This is an optimization exercise on Yosys and OpenROAD, whose aim is small area, not a production implementation.
Function was checked by simulation only, so behaviour that the tests miss may differ from the original.

## snake_game
module snake_game(clk, rs, rw, en, dat, rst, up, dwn, lef, rig, led, seg, buz);
Size: about 1800 cells after synthesis, about 29 I/O pins, roughly 15000 um^2 of cells after synthesis.
==> flow/config.mk <==
export PLATFORM = sky130hd
export DESIGN_NAME = snake_game
export DESIGN_NICKNAME = snake_game
export VERILOG_FILES = /design/flow/design.v
export SDC_FILE = /design/flow/constraint.sdc
export NUM_CORES = 4
export LEC_CHECK = 0
export CAP_MARGIN = 20
export CORE_MARGIN = 2
export CORE_UTILIZATION = 40
export CTS_BUF_LIST = sky130_fd_sc_hd__clkbuf_8
export CTS_CLUSTER_DIAMETER = 50
export CTS_CLUSTER_SIZE = 20
export SLEW_MARGIN = 20
==> flow/constraint.sdc <==
create_clock -name core_clock -period 25.0 [get_ports {clk}]
set_input_delay 5.0000 -clock core_clock [delete_from_list [all_inputs] [get_ports {clk}]]
set_output_delay 5.0000 -clock core_clock [all_outputs]
set_load 0.01 [all_outputs]
standard.sh (not shown) runs the stock make flow with config.mk's settings and CLKGATE_MAP_FILE= SYNTH_SCRIPT=/design/flow/synth_recipe.tcl, a recipe that flattens the netlist after the stock synthesis.
==> flow/flow/run.sh <==
#!/bin/bash
# Own flow: the standard synthesis, then the combinational logic between
# the registers re-mapped by ABC for area (flow/remap.tcl; every register keeps
# its instance, cell type and nets), then the standard layout from there.
set -euo pipefail
R="$PWD/orfs/results/$FLOW_PLATFORM/snake_game/base"
YOSYS="$FLOW_HOME/../tools/install/yosys/bin/yosys"
[[ -x "$YOSYS" ]] || YOSYS=yosys

bash standard.sh synth > synth.log 2>&1

cp "$R/1_2_yosys.v" standard_1_2_yosys.v
REMAP_LIB="$FLOW_HOME/platforms/$FLOW_PLATFORM/lib/sky130_fd_sc_hd__tt_025C_1v80.lib" \
REMAP_NETLIST="$PWD/standard_1_2_yosys.v" \
REMAP_OUT="$R/1_2_yosys.v" \
    "$YOSYS" -c flow/remap.tcl > remap.log 2>&1

bash standard.sh > layout.log 2>&1
==> flow/flow/remap.tcl <==
# Re-map the combinational logic of the standard synthesis netlist for area.
# Every sequential cell and tie cell is kept as it is (same instance, cell
# type and nets); only the logic between them is re-optimised by ABC.
yosys -import
set lib $::env(REMAP_LIB)
set net $::env(REMAP_NETLIST)
set top $::env(FLOW_TOP)
read_liberty -ignore_miss_func $lib
read_verilog $net
hierarchy -top $top
tee -o remap_before.txt stat -liberty $lib
setattr -mod -set keep_hierarchy 1 sky130_fd_sc_hd__*df* sky130_fd_sc_hd__*dl* sky130_fd_sc_hd__conb_1
flatten
yosys rename -hide w:_*_.*
opt_clean -purge
select -module $top
set dont_use {sky130_fd_sc_hd__probe_p_8 sky130_fd_sc_hd__probec_p_8 sky130_fd_sc_hd__lpflow_bleeder_1 sky130_fd_sc_hd__lpflow_clkbufkapwr_1 sky130_fd_sc_hd__lpflow_clkbufkapwr_16 sky130_fd_sc_hd__lpflow_clkbufkapwr_2 sky130_fd_sc_hd__lpflow_clkbufkapwr_4 sky130_fd_sc_hd__lpflow_clkbufkapwr_8 sky130_fd_sc_hd__lpflow_clkinvkapwr_1 sky130_fd_sc_hd__lpflow_clkinvkapwr_16 sky130_fd_sc_hd__lpflow_clkinvkapwr_2 sky130_fd_sc_hd__lpflow_clkinvkapwr_4 sky130_fd_sc_hd__lpflow_clkinvkapwr_8 sky130_fd_sc_hd__lpflow_decapkapwr_12 sky130_fd_sc_hd__lpflow_decapkapwr_3 sky130_fd_sc_hd__lpflow_decapkapwr_4 sky130_fd_sc_hd__lpflow_decapkapwr_6 sky130_fd_sc_hd__lpflow_decapkapwr_8 sky130_fd_sc_hd__lpflow_inputiso0n_1 sky130_fd_sc_hd__lpflow_inputiso0p_1 sky130_fd_sc_hd__lpflow_inputiso1n_1 sky130_fd_sc_hd__lpflow_inputiso1p_1 sky130_fd_sc_hd__lpflow_inputisolatch_1 sky130_fd_sc_hd__lpflow_isobufsrc_1 sky130_fd_sc_hd__lpflow_isobufsrc_16 sky130_fd_sc_hd__lpflow_isobufsrc_2 sky130_fd_sc_hd__lpflow_isobufsrc_4 sky130_fd_sc_hd__lpflow_isobufsrc_8 sky130_fd_sc_hd__lpflow_isobufsrckapwr_16 sky130_fd_sc_hd__lpflow_lsbuf_lh_hl_isowell_tap_1 sky130_fd_sc_hd__lpflow_lsbuf_lh_hl_isowell_tap_2 sky130_fd_sc_hd__lpflow_lsbuf_lh_hl_isowell_tap_4 sky130_fd_sc_hd__lpflow_lsbuf_lh_isowell_4 sky130_fd_sc_hd__lpflow_lsbuf_lh_isowell_tap_1 sky130_fd_sc_hd__lpflow_lsbuf_lh_isowell_tap_2 sky130_fd_sc_hd__lpflow_lsbuf_lh_isowell_tap_4 sky130_fd_sc_hd__fill_1 sky130_fd_sc_hd__fill_2 sky130_fd_sc_hd__fill_4 sky130_fd_sc_hd__fill_8 }
set du {}
foreach c $dont_use { lappend du -dont_use $c }
abc -liberty $lib {*}$du -script "+strash;ifraig;dc2;strash;dch,-f;map,-a"
opt_clean -purge
select -clear
hilomap -singleton -hicell sky130_fd_sc_hd__conb_1 HI -locell sky130_fd_sc_hd__conb_1 LO
insbuf -buf sky130_fd_sc_hd__buf_1 A X
opt_clean -purge

tee -o remap_after.txt stat -liberty $lib
select $top
write_verilog -noattr -nohex -nodec -selected $::env(REMAP_OUT)
The baseline passed the timing, design-rule and antenna checks.
Next try:
==> flow/flow/run.sh (replaced) <==
#!/bin/bash
# Own flow: the standard synthesis, then the combinational logic between
# the registers re-mapped by ABC for area (flow/remap.tcl; every register keeps
# its instance, cell type and nets), proved equivalent to the standard netlist
# (flow/equiv.tcl), then the standard layout from there, with the smallest
# buffer on the ports.
set -euo pipefail
R="$PWD/orfs/results/$FLOW_PLATFORM/snake_game/base"
YOSYS="$FLOW_HOME/../tools/install/yosys/bin/yosys"
[[ -x "$YOSYS" ]] || YOSYS=yosys
export REMAP_LIB="$FLOW_HOME/platforms/$FLOW_PLATFORM/lib/sky130_fd_sc_hd__tt_025C_1v80.lib"

bash standard.sh synth > synth.log 2>&1
cp "$R/1_2_yosys.v" standard_1_2_yosys.v

# ABC scripts, most aggressive first; the first whose result is proved
# equivalent is used, else the standard netlist stays
SCRIPTS=(
  "strash;dc2;dc2;dch,-f;amap;strash;dc2;dch,-f;amap;mfs3,-a"
  "strash;dc2;dc2;dch,-f;amap;strash;dc2;dch,-f;amap"
  "strash;ifraig;dc2;strash;dch,-f;map,-a"
)
i=0
for s in "${SCRIPTS[@]}"; do
  i=$((i+1))
  if REMAP_SCRIPT="$s" REMAP_NETLIST="$PWD/standard_1_2_yosys.v" REMAP_OUT="$PWD/remap_$i.v" \
       "$YOSYS" -c flow/remap.tcl > remap_$i.log 2>&1 &&
     EQUIV_GOLD="$PWD/standard_1_2_yosys.v" EQUIV_GATE="$PWD/remap_$i.v" \
       timeout 1200 "$YOSYS" -c flow/equiv.tcl > equiv_$i.log 2>&1; then
    cp "remap_$i.v" "$R/1_2_yosys.v"
    echo "using remap script $i: $s" > remap_choice.txt
    break
  fi
done

export BUFFER_PORTS_ARGS="-buffer_cell sky130_fd_sc_hd__buf_1"
bash standard.sh > layout.log 2>&1
==> flow/flow/equiv.tcl (new file) <==
# Prove that the re-mapped netlist does what the standard synthesis netlist
# does: both have the same registers (same names), so the logic between them
# is checked cone by cone.
yosys -import
set lib $::env(REMAP_LIB)
read_liberty -ignore_miss_func $lib
read_verilog $::env(EQUIV_GOLD)
hierarchy -top $::env(FLOW_TOP)
flatten
yosys rename $::env(FLOW_TOP) gold
design -stash gold
read_liberty -ignore_miss_func $lib
read_verilog $::env(EQUIV_GATE)
hierarchy -top $::env(FLOW_TOP)
flatten
yosys rename $::env(FLOW_TOP) gate
design -stash gate
design -copy-from gold -as gold gold
design -copy-from gate -as gate gate
equiv_make gold gate equiv
hierarchy -top equiv
equiv_simple -seq 2
equiv_status -assert
--- a/flow/flow/remap.tcl
+++ b/flow/flow/remap.tcl
@@ -9,5 +9,5 @@
 read_verilog $net
 hierarchy -top $top
-tee -o remap_before.txt stat -liberty $lib
+tee -q -o remap_before.txt stat -liberty $lib
 setattr -mod -set keep_hierarchy 1 sky130_fd_sc_hd__*df* sky130_fd_sc_hd__*dl* sky130_fd_sc_hd__conb_1
 flatten
@@ -18,5 +18,5 @@
 set du {}
 foreach c $dont_use { lappend du -dont_use $c }
-abc -liberty $lib {*}$du -script "+strash;ifraig;dc2;strash;dch,-f;map,-a"
+abc -liberty $lib {*}$du -script "+$::env(REMAP_SCRIPT)"
 opt_clean -purge
 select -clear
@@ -25,5 +25,5 @@
 opt_clean -purge
 
-tee -o remap_after.txt stat -liberty $lib
+tee -q -o remap_after.txt stat -liberty $lib
 select $top
 write_verilog -noattr -nohex -nodec -selected $::env(REMAP_OUT)
CORE_UTILIZATION = 60   (was 40)
CTS_CLUSTER_DIAMETER = 70   (was 50)
Sequential share of layout area increases by 4.7 points.
Routed wire length decreases by 11%.
Fmax decreases by 2.0%.
Utilization increases by 20 points.
Setup slack loses 150 ps.
Final area decreases by 9.0%.
Count of clock-buffer cells in the layout decreases by 15.
Flip-flop and latch count is unchanged.

==> what the ideal ports hide <==
Ports are ideal in the flow. The routed layouts listed here were re-timed in OpenROAD.
Step 1, drivers: a clkbuf_16 drives clk and a buf_2 each remaining input, both assumed.
Step 2 also shifts input and output timing later by t, the mid clock arrival at the registers, as if the neighbouring blocks saw the same clock.
Three values: ideal ports, drivers, drivers and shift; two values: the first two.
| run | t, ns | slack for setup (ns) | hold slack, ns |
|---|---|---|---|
| the first run | 0.605 | 17.578 / 17.603 / 16.998 | 0.313 / 0.313 / 0.313 |
| the second run | 0.631 | 17.428 / 17.428 / 17.428 | 0.319 / 0.319 / 0.319 |
After both steps setup and hold are still met in every run listed. For the first run, which loses most, drivers alone change the setup slack by +0.025 ns; drivers and shift together by -0.580 ns.
